This is an optimization exercise on Yosys and OpenROAD, whose aim is a short achievable clock period and few clock cycles, not a production implementation.
The RTL was checked by simulation tests, not by an equivalence proof against the original design.
Power and IR drop assume default switching activity.

==> run B: inputs <==
// core
module core #(
    parameter START_ADDRESS = 0
) (
    input logic clk_i,
    input logic rst_i,
    input  logic        ack_i,
    input  logic [31:0] data_i,
    output logic [31:0] adr_o,
    output logic [31:0] data_o,
    output logic [ 3:0] sel_o,
    output logic        we_o,
    output logic        stb_o,
    input logic external_interrupt,
    input logic timer_interrupt,
    input logic software_interrupt
);
  localparam logic [31:0] START = START_ADDRESS;
  localparam int IW = 6;   
  localparam int N = 1 << IW;
  localparam int TW = 14 - IW;   
  logic [31:2] fpc;   
  logic        fetch_live;   
  logic        ld_ph;   
  logic [31:0] dc_adr;   
  logic        lm;   
  logic        lm_issued;   
  logic        lm_wr;
  logic [ 4:0] lm_rd;
  logic [ 2:0] lm_f3;
  logic [31:0] lm_adr;
  logic [ 1:0] bus_kind;   
  logic [11:0] idle;   
  logic        f2_valid;
  logic [31:0] f2_w;
  logic [31:2] f2_pc;
  logic        f2_pred;
  logic        ir_valid;
  logic [31:0] ir;
  logic [31:2] xpc;
  ...
Settings: LEC_CHECK=0, ABC_CLOCK_PERIOD_IN_PS=3000, CAP_MARGIN=20, CORE_MARGIN=2, CORE_UTILIZATION=40, SETUP_SLACK_MARGIN=5.0, SLEW_MARGIN=20, TNS_END_PERCENT=20; clock period 9.0 ns.
run.sh (not shown) runs the stock make flow with config.mk's settings and CLKGATE_MAP_FILE= SYNTH_SCRIPT=/design/flow/synth_recipe.tcl, a recipe that flattens the netlist after the stock synthesis.
==> run A: changes against run B <==
--- a/flow/design.v
+++ b/flow/design.v
@@ -28,14 +28,10 @@
   logic [ 4:0] lm_rd;
   logic [ 2:0] lm_f3;
   logic [31:0] lm_adr;
   logic [ 1:0] bus_kind;   
   logic [11:0] idle;   
-  logic        f2_valid;
-  logic [31:0] f2_w;
-  logic [31:2] f2_pc;
-  logic        f2_pred;
   logic        ir_valid;
   logic [31:0] ir;
   logic [31:2] xpc;
   logic        ir_pred;   
   logic [31:0] a;
@@ -237,13 +233,10 @@
         x_redirect = 1'b1;
         x_target   = ea[31:2];
       end else if (d_mret) begin
         x_redirect = 1'b1;
         x_target   = mepc;
-      end else if (d_store) begin
-        x_redirect = x_st_issue && st_hazard;
-        x_target   = pc4[31:2];
       end
     end
   end
   logic x_fwd;   
   assign x_fwd = xv && d_wr && !d_load;
@@ -263,12 +256,12 @@
   end
   logic [IW-1:0] f_idx;
   assign f_idx = fpc[IW+1:2];
   logic f_hit;
   assign f_hit = ic_valid[f_idx] && ic_tag[f_idx] == fpc[15:IW+2] && fpc[31:16] == 16'b0 && !idle[11];
-  logic st_hazard;
-  assign st_hazard = ea[IW+1:2] == f_idx || f2_valid && ea[IW+1:2] == f2_pc[IW+1:2];
+  logic st_block;
+  assign st_block = x_st_issue && ea[IW+1:2] == f_idx;
   logic ir_free;
   assign ir_free = !ir_valid || x_retire;
   logic fill_pred;
   logic [31:2] fill_tgt;
   assign fill_pred = (data_i[6:0] == 7'b1101111 || (data_i[6:0] == 7'b1100011 && data_i[31])) &&
@@ -276,14 +269,12 @@
   assign fill_tgt = adr_o[31:2] + ((data_i[2]) ?
       {{12{data_i[31]}}, data_i[19:12], data_i[20], data_i[30:22]} :
       {{19{data_i[31]}}, data_i[31], data_i[7], data_i[30:25], data_i[11:9]});
   logic f_bypass;   
   assign f_bypass = fetch_live && ack_fetch;
-  logic [31:0] w1;
-  assign w1 = f_bypass ? data_i : ic_data[f_idx];
   logic [31:0] w;
-  assign w = f2_w;
+  assign w = f_bypass ? data_i : ic_data[f_idx];
   logic [6:0] w_op;
   logic [2:0] w_f3;
   logic [6:0] w_f7;
   logic [4:0] w_rd, w_rs1, w_rs2;
   assign w_op  = w[6:0];
@@ -347,25 +338,21 @@
     else if (wb_we && wb_rd == w_rs2) f_b = wb_d;
     else f_b = rf[w_rs2];
   end
   logic ld_use;
   assign ld_use = xv && d_load && d_wr && (rd == w_rs1 || rd == w_rs2);
-  logic x_stall, ir_en;
-  assign x_stall = lm || d_store && !bus_free || d_load && !ld_ph;
-  assign ir_en = !ir_valid || !x_stall;
-  logic f2_take, f2_free, f1_fire;
-  assign f2_take = f2_valid && ir_free && !lm && !ld_use && !x_redirect;
-  assign f2_free = !f2_valid || f2_take;
-  assign f1_fire = (f_hit || f_bypass) && f2_free && !x_redirect;
+  logic f_take_hit, f_take_bus, f_take;
+  assign f_take_hit = ir_free && !lm && !ld_use && !x_redirect && !st_block && f_hit;
+  assign f_take_bus = ir_free && !lm && !ld_use && !x_redirect && !st_block && f_bypass;
+  assign f_take = f_take_hit || f_take_bus;
   logic f_issue;
   assign f_issue = !f_hit && !fetch_live && bus_free && !x_wants_bus;
   always_ff @(posedge clk_i)
     if (rst_i) begin
       fpc <= START[31:2];
       fetch_live <= 1'b0;
       ir_valid <= 1'b0;
-      f2_valid <= 1'b0;
       lm <= 1'b0;
       ld_ph <= 1'b0;
       stb_o <= 1'b0;
       idle <= 0;
       ic_valid <= 0;
@@ -405,21 +392,25 @@
       if (x_st_issue) ic_valid[ea[IW+1:2]] <= 1'b0;
       if (ack_load) dc_valid[adr_o[IW+1:2]] <= adr_o[31:16] == 16'b0;
       if (x_st_issue) dc_valid[ea[IW+1:2]] <= st_sel == 4'b1111 && ea[31:16] == 16'b0;
       if (x_redirect) begin
         fpc <= x_target;
+        ir_valid <= 1'b0;
         fetch_live <= 1'b0;
-      end else if (f1_fire) begin
-        fpc <= (!f_bypass && ic_pred[f_idx]) ? {16'b0, ic_ptgt[f_idx]} : fpc + 1'b1;
+      end else if (f_take_hit && ic_pred[f_idx]) begin
+        fpc <= {16'b0, ic_ptgt[f_idx]};
+        ir_valid <= 1'b1;
         fetch_live <= 1'b0;
-      end else if (f_issue) fetch_live <= 1'b1;
-      else if (ack_fetch) fetch_live <= 1'b0;
-      if (x_redirect) f2_valid <= 1'b0;
-      else if (f2_free) f2_valid <= f1_fire;
-      if (x_redirect) ir_valid <= 1'b0;
-      else if (f2_take) ir_valid <= 1'b1;
-      else if (ir_free) ir_valid <= 1'b0;
+      end else if (f_take) begin
+        fpc <= fpc + 1'b1;
+        ir_valid <= 1'b1;
+        fetch_live <= 1'b0;
+      end else begin
+        if (ir_free) ir_valid <= 1'b0;
+        if (f_issue) fetch_live <= 1'b1;
+        else if (ack_fetch) fetch_live <= 1'b0;
+      end
     end
   always_ff @(posedge clk_i) begin
     if (ack_load) begin
       dc_data[adr_o[IW+1:2]] <= data_i;
       dc_tag[adr_o[IW+1:2]]  <= adr_o[15:IW+2];
@@ -438,19 +429,14 @@
       ic_data[adr_o[IW+1:2]] <= data_i;
       ic_tag[adr_o[IW+1:2]]  <= adr_o[15:IW+2];
       ic_pred[adr_o[IW+1:2]] <= fill_pred;
       ic_ptgt[adr_o[IW+1:2]] <= fill_tgt[15:2];
     end
-    if (f2_free) begin
-      f2_w <= w1;
-      f2_pc <= fpc;
-      f2_pred <= !f_bypass && ic_pred[f_idx];
-    end
-    if (ir_en) begin
+    if (f_take) begin
       ir <= w;
-      xpc <= f2_pc;
-      ir_pred <= f2_pred;
+      xpc <= fpc;
+      ir_pred <= f_take_hit && ic_pred[f_idx];
       a <= f_a;
       op2 <= w_calci ? w_imm : f_b;
       imm <= w_imm;
       d_lui <= w_lui;
       d_auipc <= w_auipc;
==> run M: changes against run B <==
--- a/flow/design.v
+++ b/flow/design.v
@@ -28,14 +28,10 @@
   logic [ 4:0] lm_rd;
   logic [ 2:0] lm_f3;
   logic [31:0] lm_adr;
   logic [ 1:0] bus_kind;   
   logic [11:0] idle;   
-  logic        f2_valid;
-  logic [31:0] f2_w;
-  logic [31:2] f2_pc;
-  logic        f2_pred;
   logic        ir_valid;
   logic [31:0] ir;
   logic [31:2] xpc;
   logic        ir_pred;   
   logic [31:0] a;
@@ -212,13 +208,13 @@
   logic ack_fetch, ack_load;
   assign ack_fetch = stb_o && ack_i && bus_kind == 2'd0;
   assign ack_load  = stb_o && ack_i && bus_kind == 2'd1;
   logic x_ld_go, lm_issue, x_st_issue, x_retire, x_redirect;
   logic [31:2] x_target;
-  assign x_ld_go = xv && d_load && ld_ph;
+  assign x_ld_go = xv && !x_trap && d_load && ld_ph;   
   assign lm_issue = lm && !lm_issued && bus_free;
-  assign x_st_issue = xv && d_store && !irq && !st_misaligned && bus_free;
+  assign x_st_issue = xv && !x_trap && d_store && bus_free;
   logic x_wants_bus;   
   assign x_wants_bus = xv && (d_load || d_store) || lm && !lm_issued;
   assign x_retire = xv && (x_trap || !(d_store && !bus_free || d_load && !ld_ph));
   always_comb begin
     x_redirect = 1'b0;
@@ -237,13 +233,10 @@
         x_redirect = 1'b1;
         x_target   = ea[31:2];
       end else if (d_mret) begin
         x_redirect = 1'b1;
         x_target   = mepc;
-      end else if (d_store) begin
-        x_redirect = x_st_issue && st_hazard;
-        x_target   = pc4[31:2];
       end
     end
   end
   logic x_fwd;   
   assign x_fwd = xv && d_wr && !d_load;
@@ -263,12 +256,12 @@
   end
   logic [IW-1:0] f_idx;
   assign f_idx = fpc[IW+1:2];
   logic f_hit;
   assign f_hit = ic_valid[f_idx] && ic_tag[f_idx] == fpc[15:IW+2] && fpc[31:16] == 16'b0 && !idle[11];
-  logic st_hazard;
-  assign st_hazard = ea[IW+1:2] == f_idx || f2_valid && ea[IW+1:2] == f2_pc[IW+1:2];
+  logic st_block;
+  assign st_block = x_st_issue && ea[IW+1:2] == f_idx;
   logic ir_free;
   assign ir_free = !ir_valid || x_retire;
   logic fill_pred;
   logic [31:2] fill_tgt;
   assign fill_pred = (data_i[6:0] == 7'b1101111 || (data_i[6:0] == 7'b1100011 && data_i[31])) &&
@@ -276,14 +269,12 @@
   assign fill_tgt = adr_o[31:2] + ((data_i[2]) ?
       {{12{data_i[31]}}, data_i[19:12], data_i[20], data_i[30:22]} :
       {{19{data_i[31]}}, data_i[31], data_i[7], data_i[30:25], data_i[11:9]});
   logic f_bypass;   
   assign f_bypass = fetch_live && ack_fetch;
-  logic [31:0] w1;
-  assign w1 = f_bypass ? data_i : ic_data[f_idx];
   logic [31:0] w;
-  assign w = f2_w;
+  assign w = f_bypass ? data_i : ic_data[f_idx];
   logic [6:0] w_op;
   logic [2:0] w_f3;
   logic [6:0] w_f7;
   logic [4:0] w_rd, w_rs1, w_rs2;
   assign w_op  = w[6:0];
@@ -347,25 +338,21 @@
     else if (wb_we && wb_rd == w_rs2) f_b = wb_d;
     else f_b = rf[w_rs2];
   end
   logic ld_use;
   assign ld_use = xv && d_load && d_wr && (rd == w_rs1 || rd == w_rs2);
-  logic x_stall, ir_en;
-  assign x_stall = lm || d_store && !bus_free || d_load && !ld_ph;
-  assign ir_en = !ir_valid || !x_stall;
-  logic f2_take, f2_free, f1_fire;
-  assign f2_take = f2_valid && ir_free && !lm && !ld_use && !x_redirect;
-  assign f2_free = !f2_valid || f2_take;
-  assign f1_fire = (f_hit || f_bypass) && f2_free && !x_redirect;
+  logic f_take_hit, f_take_bus, f_take;
+  assign f_take_hit = ir_free && !lm && !ld_use && !x_redirect && !st_block && f_hit;
+  assign f_take_bus = ir_free && !lm && !ld_use && !x_redirect && !st_block && f_bypass;
+  assign f_take = f_take_hit || f_take_bus;
   logic f_issue;
   assign f_issue = !f_hit && !fetch_live && bus_free && !x_wants_bus;
   always_ff @(posedge clk_i)
     if (rst_i) begin
       fpc <= START[31:2];
       fetch_live <= 1'b0;
       ir_valid <= 1'b0;
-      f2_valid <= 1'b0;
       lm <= 1'b0;
       ld_ph <= 1'b0;
       stb_o <= 1'b0;
       idle <= 0;
       ic_valid <= 0;
@@ -391,11 +378,11 @@
         stb_o <= 1'b1;
         we_o <= 1'b0;
         adr_o <= {fpc, 2'b00};
         bus_kind <= 2'd0;
       end
-      if (xv && d_load && (ld_ph || !irq && !ld_misaligned)) ld_ph <= !ld_ph;
+      if (xv && !x_trap && d_load) ld_ph <= !ld_ph;
       if (x_ld_go && !dc_hit) begin
         lm <= 1'b1;
         lm_issued <= 1'b0;
       end else if (lm) begin
         if (lm_issue) lm_issued <= 1'b1;
@@ -405,21 +392,25 @@
       if (x_st_issue) ic_valid[ea[IW+1:2]] <= 1'b0;
       if (ack_load) dc_valid[adr_o[IW+1:2]] <= adr_o[31:16] == 16'b0;
       if (x_st_issue) dc_valid[ea[IW+1:2]] <= st_sel == 4'b1111 && ea[31:16] == 16'b0;
       if (x_redirect) begin
         fpc <= x_target;
+        ir_valid <= 1'b0;
         fetch_live <= 1'b0;
-      end else if (f1_fire) begin
-        fpc <= (!f_bypass && ic_pred[f_idx]) ? {16'b0, ic_ptgt[f_idx]} : fpc + 1'b1;
+      end else if (f_take_hit && ic_pred[f_idx]) begin
+        fpc <= {16'b0, ic_ptgt[f_idx]};
+        ir_valid <= 1'b1;
         fetch_live <= 1'b0;
-      end else if (f_issue) fetch_live <= 1'b1;
-      else if (ack_fetch) fetch_live <= 1'b0;
-      if (x_redirect) f2_valid <= 1'b0;
-      else if (f2_free) f2_valid <= f1_fire;
-      if (x_redirect) ir_valid <= 1'b0;
-      else if (f2_take) ir_valid <= 1'b1;
-      else if (ir_free) ir_valid <= 1'b0;
+      end else if (f_take) begin
+        fpc <= fpc + 1'b1;
+        ir_valid <= 1'b1;
+        fetch_live <= 1'b0;
+      end else begin
+        if (ir_free) ir_valid <= 1'b0;
+        if (f_issue) fetch_live <= 1'b1;
+        else if (ack_fetch) fetch_live <= 1'b0;
+      end
     end
   always_ff @(posedge clk_i) begin
     if (ack_load) begin
       dc_data[adr_o[IW+1:2]] <= data_i;
       dc_tag[adr_o[IW+1:2]]  <= adr_o[15:IW+2];
@@ -438,19 +429,14 @@
       ic_data[adr_o[IW+1:2]] <= data_i;
       ic_tag[adr_o[IW+1:2]]  <= adr_o[15:IW+2];
       ic_pred[adr_o[IW+1:2]] <= fill_pred;
       ic_ptgt[adr_o[IW+1:2]] <= fill_tgt[15:2];
     end
-    if (f2_free) begin
-      f2_w <= w1;
-      f2_pc <= fpc;
-      f2_pred <= !f_bypass && ic_pred[f_idx];
-    end
-    if (ir_en) begin
+    if (f_take) begin
       ir <= w;
-      xpc <= f2_pc;
-      ir_pred <= f2_pred;
+      xpc <= fpc;
+      ir_pred <= f_take_hit && ic_pred[f_idx];
       a <= f_a;
       op2 <= w_calci ? w_imm : f_b;
       imm <= w_imm;
       d_lui <= w_lui;
       d_auipc <= w_auipc;
Settings changed: ABC_CLOCK_PERIOD_IN_PS 3000 to 3500, SETUP_SLACK_MARGIN 5.0 to 4.0, TNS_END_PERCENT 20 to unset.
==> reports/results.txt <==
The flow ran to the end and the layout has no timing, DRC or antenna violations. For the worst flop-to-flop path, the logic depth is 17. The post-synth net total is 21440, and the number of iterations in the first detailed-routing pass is 12. The run gives 0.09219 as the met3 track demand over resource in global routing.

11700 cells are multi-input combinational gates. The sequential logic power was 40300 uW; the post-synthesis average cell area was 15.82 sq um. The finished cells cover 412700 sq um. The floorplan step set the die width to 919.7 um. The xor/xnor cell area share of the yosys netlist is 0.005745. The signal on the critical path passes through buf_12, buf_6, buf_16, mux4_2, a22o_4, a31oi_2, nand4_1, nand3_4, and2_4, buf_12, xnor2_2, nor4_4, buf_4, or3_4, nor2_4, o211ai_1, o211ai_1.
That was run A.
==> reports/results.txt <==
The run finished with no timing, DRC or antenna violations. The xor/xnor cell area share of the yosys netlist is 0.005872. The horizontal die dimension was 918.8 um; the number of iterations in the first detailed-routing pass was 9. The worst register-to-register path has a depth of 18. Area of all placed cells without fillers: 401800 sq um. The signal on the critical path passes through buf_2, nand2_1, nand2_1, ha_1, nand4_1, or4_4, a211o_4, a21oi_4, buf_6, a31oi_1, a21boi_1, o22ai_2, nor4b_4, buf_6, nand4_1, buf_6, o21ai_0. Synthesis produced a netlist with a net count of 18120. The run gives 0.06440 as the met3 track demand over resource in global routing.
That was run B.
==> reports/results.txt <==
The number of nets in the synthesized netlist is 21230. The average instance in the mapped netlist occupies 15.97 sq um. The run finished with no timing, DRC or antenna violations.

The tools report the area of all placed cells without fillers as 393500 sq um. For the worst flop-to-flop path, the logic depth is 12. The xor/xnor cell area share of the yosys netlist is 0.005645, and the number of iterations in the first detailed-routing pass is 9.

In the layout the tool counted multi-input logic cells amounting to 11530.
That was run M.
Testbench counts of run B, summed over its fixed seeds: cycles 539,886.
Testbench counts of run A, summed over its fixed seeds: cycles 523,299.
Testbench counts of run M, summed over its fixed seeds: cycles 523,299.

what the ideal ports hide:
The results above use ideal ports. As a check the final layouts listed here were re-extracted and re-timed, cells and wires unchanged.
Step 1, drivers: a clkbuf_16 drives clk_i and a buf_2 each remaining input, both assumed.
Step 2 moves the port delays by t, midway between the first and last clock arrival at a register: inputs arrive t later, outputs are due t later. That takes back most of the time a late clock gives input paths.
a / b / c = ideal / step 1 / step 2; a / b = the first two.
run	t (ns)	setup WS [ns]	latest minus earliest clock arrival (ns)
run B	1.328	4.162 / 4.022 / 2.695	0.111 / 0.111
run A	1.350	3.826 / 3.826 / 2.518	0.087 / 0.087
run M	1.305	3.823 / 3.823 / 2.618	0.091 / 0.092
After both steps setup and hold are still met in every run listed. The setup slack of run B, which loses most, moves by -0.140 ns with the drivers and by -1.467 ns with both steps.
